Background: an optimization exercise with open tools, aiming at small area, a short achievable clock period and few clock cycles. Do not read the settings as production practice. Function was checked by simulation only, so behaviour that the tests miss may differ from the original. Power is estimated from default activity; no workload was simulated.

==> flow/design.v <==
module RegisterFile(
	input             clk,
	input             rst,      
	input      [2:0]  r_addr_0,
	input      [2:0]  r_addr_1,
	input      [2:0]  w_addr,
	input      [15:0] w_data,
	input             w_en,
	output     [15:0] r_data_0,
	output     [15:0] r_data_1
);
	wire [15:0] rfile [0:7];
	assign r_data_0 = rfile[r_addr_0];
	assign r_data_1 = rfile[r_addr_1];
	genvar i;
	generate
		for (i = 0; i < 8; i = i + 1) begin : wport
			reg [15:0] word;
			assign rfile[i] = word;
			always @(posedge clk) begin
				if (rst)
					word <= 16'd0;
				else if (w_en && w_addr == i)
					word <= w_data;
			end
		end
	endgenerate
endmodule
module Memory(
	input             clk,
	input             w_en,     
	input      [6:0]  w_addr,
	input      [15:0] w_data,
	input      [15:0] r_addr,   
	output     [15:0] r_data,
	output     [15:0] word0     
);
	wire [15:0] mem [0:127];
	wire r_ok = (r_addr[15:7] == 9'd0);
	reg [15:0] rd;
	integer k;
	always @(*) begin
		rd = 16'd0;
		for (k = 0; k < 128; k = k + 1)
			rd = rd | ({16{r_ok && (r_addr[6:0] == k)}} & mem[k]);
	end
	assign r_data = rd;
	assign word0 = mem[0];
	genvar i;
	generate
		for (i = 0; i < 128; i = i + 1) begin : wport
			reg [15:0] word;
			assign mem[i] = word;
			always @(posedge clk) begin
				if (w_en && w_addr == i)
					word <= w_data;
			end
		end
	endgenerate
endmodule
module PUnC(
	input  wire        clk,             
	input  wire        rst,             
	input  wire        load_en,
	input  wire [6:0]  load_addr,
	input  wire [15:0] load_data,
	output wire        halted,
	input  wire [15:0] mem_debug_addr,
	input  wire [2:0]  rf_debug_addr,
	output wire [15:0] mem_debug_data,
	output wire [15:0] rf_debug_data,
	output wire [15:0] pc_debug_data
);
	reg         st_fetch;  
	reg         st_ind;    
	reg         st_sti;    
	reg         st_ldw;    
	reg         hlt;       
	reg  [15:0] pc;        
	reg  [15:0] ir;
	reg  [15:0] tgt;       
	reg  [15:0] tmp;       
	reg  [2:0]  dr;        
	reg         n, z, p;
	wire ex = ~(st_fetch | st_ind | st_sti | st_ldw);
	wire [3:0] op = ir[15:12];
	wire op_br  = (op == 4'b0000);
	wire op_add = (op == 4'b0001);
	wire op_ld  = (op == 4'b0010);
	wire op_st  = (op == 4'b0011);
	wire op_jsr = (op == 4'b0100);
	wire op_and = (op == 4'b0101);
	wire op_ldr = (op == 4'b0110);
	wire op_str = (op == 4'b0111);
	wire op_not = (op == 4'b1001);
	wire op_ldi = (op == 4'b1010);
	wire op_sti = (op == 4'b1011);
	wire op_jmp = (op == 4'b1100);
	wire op_lea = (op == 4'b1110);
	wire op_hlt = (op == 4'b1111);
	assign halted = hlt;
	assign pc_debug_data = pc;
	reg  [15:0] ra;        
	wire [15:0] ra_nx, rb;
	wire        rf_we;
	wire [2:0]  rf_wa;
	wire [15:0] rf_wd;
	wire [15:0] nx_ir;
	wire [2:0] rb_addr = halted ? rf_debug_addr : (ir[13] ? ir[11:9] : ir[2:0]);
	RegisterFile rfile(
		.clk      (clk),
		.rst      (rst),
		.r_addr_0 (nx_ir[8:6]),
		.r_addr_1 (rb_addr),
		.w_addr   (rf_wa),
		.w_data   (rf_wd),
		.w_en     (rf_we),
		.r_data_0 (ra_nx),
		.r_data_1 (rb)
	);
	assign rf_debug_data = rb;
	wire [15:0] sext5 = {{11{ir[4]}}, ir[4:0]};
	wire [15:0] sext6 = {{10{ir[5]}}, ir[5:0]};
	wire [15:0] bsrc = ir[5] ? sext5 : rb;
	wire [15:0] alu  = op_add ? (ra + bsrc) :
	                   op_and ? (ra & bsrc) :
	                   ~ra;
	wire [15:0] a_r = ra + sext6;    
	reg s_tmp, s_tgt, s_ra, s_pc;
	wire [15:0] r_proc = ({16{s_tmp}} & tmp) | ({16{s_tgt}} & tgt) |
	                     ({16{s_ra}} & ra) | ({16{s_pc}} & pc);
	wire [15:0] r_addr = r_proc | ({16{hlt}} & mem_debug_addr);
	wire [15:0] rd;
	wire [15:0] word0;
	wire        mw_req  = (ex & (op_st | op_str)) | st_sti;
	wire [15:0] mw_addr = st_sti ? tmp : op_str ? a_r : tgt;
	wire        mw_ok   = mw_req & (mw_addr[15:7] == 9'd0);
	wire        m_we = rst ? load_en : mw_ok;
	wire [6:0]  m_wa = rst ? load_addr : mw_addr[6:0];
	wire [15:0] m_wd = rst ? load_data : rb;
	Memory mem(
		.clk    (clk),
		.w_en   (m_we),
		.w_addr (m_wa),
		.w_data (m_wd),
		.r_addr (r_addr),
		.r_data (rd),
		.word0  (word0)
	);
	assign mem_debug_data = rd;
	wire fwd = mw_ok & (mw_addr == r_proc);
	wire fetch = (ex & ~(op_ld | op_ldi | op_sti | op_hlt)) | st_fetch | st_sti;
	wire [15:0] f_addr = rst ? 16'd0 : r_proc;
	wire [15:0] f_word = rst ? ((load_en && load_addr == 7'd0) ? load_data : word0) :
	                     fwd ? rb : rd;
	wire [15:0] f_off  = (f_word[15:12] == 4'b0100) ? {{5{f_word[10]}}, f_word[10:0]} :
	                                                  {{7{f_word[8]}}, f_word[8:0]};
	wire [16:0] f_tgt  = {f_addr, 1'b1} + {f_off, 1'b1};  
	assign rf_we = (ex & (op_add | op_and | op_not | op_ld | op_lea | op_jsr)) | st_ind | st_ldw;
	assign rf_wa = st_ldw ? dr : (ex & op_jsr) ? 3'd7 : ir[11:9];
	assign rf_wd = (op_ld | op_ldi | st_ldw) ? rd :
	               op_jsr ? pc :
	               op_lea ? tgt :
	               alu;
	wire cc_ld = rf_we & ~(ex & op_jsr);
	wire nx_fetch = ~rst & ((ex & op_ld) | st_ind);
	wire nx_ind   = ~rst & ex & op_ldi;
	wire nx_sti   = ~rst & ex & op_sti;
	wire nx_ldw   = ~rst & ex & op_ldr;
	assign nx_ir = (rst | fetch) ? f_word : ir;
	wire nx_ex    = ~(nx_fetch | nx_ind | nx_sti | nx_ldw);
	wire [3:0] nx_op = nx_ir[15:12];
	wire nx_hlt   = ~rst & nx_ex & (nx_op == 4'b1111);
	wire nx_n = rst ? 1'b0 : cc_ld ? rf_wd[15] : n;
	wire nx_z = rst ? 1'b0 : cc_ld ? (rf_wd == 16'd0) : z;
	wire nx_p = rst ? 1'b0 : cc_ld ? (~rf_wd[15] & (rf_wd != 16'd0)) : p;
	wire nx_taken = (nx_n & nx_ir[11]) | (nx_z & nx_ir[10]) | (nx_p & nx_ir[9]);
	wire nx_s_tmp = nx_ind | nx_ldw;
	wire nx_s_tgt = nx_ex & ((nx_op == 4'b0010) | (nx_op == 4'b1010) | (nx_op == 4'b1011) |
	                         ((nx_op == 4'b0000) & nx_taken) | ((nx_op == 4'b0100) & nx_ir[11]));
	wire nx_s_ra  = nx_ex & ((nx_op == 4'b1100) | ((nx_op == 4'b0100) & ~nx_ir[11]));
	wire nx_s_pc  = ~(nx_s_tmp | nx_s_tgt | nx_s_ra | nx_hlt);
	always @(posedge clk) begin
		tmp <= (ex & op_ldr) ? a_r : rd;
		hlt <= nx_hlt;
		s_tmp <= nx_s_tmp;
		s_tgt <= nx_s_tgt;
		s_ra  <= nx_s_ra;
		s_pc  <= nx_s_pc;
		if (rst)
			ra <= 16'd0;
		else if (rf_we && rf_wa == nx_ir[8:6])
			ra <= rf_wd;
		else
			ra <= ra_nx;
		st_fetch <= nx_fetch;
		st_ind   <= nx_ind;
		st_sti   <= nx_sti;
		st_ldw   <= nx_ldw;
		dr  <= ir[11:9];
		if (rst | fetch) begin
			ir  <= f_word;
			pc  <= f_addr + 16'd1;
			tgt <= f_tgt[16:1];
		end
		n <= nx_n;
		z <= nx_z;
		p <= nx_p;
	end
endmodule
Settings: LEC_CHECK=0, CAP_MARGIN=30, CORE_MARGIN=2, CORE_UTILIZATION=52, CTS_BUF_LIST=sky130_fd_sc_hd__clkbuf_16, CTS_CLUSTER_DIAMETER=60, CTS_CLUSTER_SIZE=30, PLACE_DENSITY=0.62, SETUP_SLACK_MARGIN=5, SLEW_MARGIN=30, SYNTH_HIERARCHICAL=1; clock period 14.0 ns.
run.sh (not shown) runs the stock make flow with config.mk's settings and CLKGATE_MAP_FILE= SYNTH_SCRIPT=/design/flow/synth_recipe.tcl, a recipe that flattens the netlist after the stock synthesis.
The starting point produced a clean layout.
Testbench counts at the start, summed over its fixed seeds: cycles 16,257.
Change:
CAP_MARGIN = 70   (was 30)
SLEW_MARGIN = 70   (was 30)
Outcome: The changed run went through all stages and came out clean. Critical path depth rose by 4. Total power increases by 0.47%. Synthesized cell count does not change.

-- static timing again, ports no longer ideal --
How much do the figures lean on ideal ports? The routed layouts below were timed once more, with nothing changed but the port constraints.
Step 1 (the two cells are an assumption about what drives the block):
set clk [get_ports {clk}]
set_driving_cell -lib_cell sky130_fd_sc_hd__clkbuf_16 $clk
set_driving_cell -lib_cell sky130_fd_sc_hd__buf_2 [delete_from_list [all_inputs] $clk]
Step 2 also shifts input and output timing later by t, the mid clock arrival at the registers, as if the neighbouring blocks saw the same clock.
a / b / c = no drivers / after step 1 / after step 2; a / b = the first two.
run | t (ns) | slack for setup (ns) | worst hold slack (ns) | clock arrival spread, ns | worst slew at a driven data input, ns
the first run | 0.972 | 4.230 / 4.127 / 4.060 | 0.397 / 0.397 / 0.397 | 0.069 / 0.069 | 0.16
the second run | 0.981 | 4.666 / 4.629 / 4.003 | 0.404 / 0.404 / 0.404 | 0.066 / 0.066 | 0.15
After both steps setup and hold are still met in every run listed. The setup slack of the second run, which loses most, moves by -0.037 ns with the drivers and by -0.663 ns with both steps.
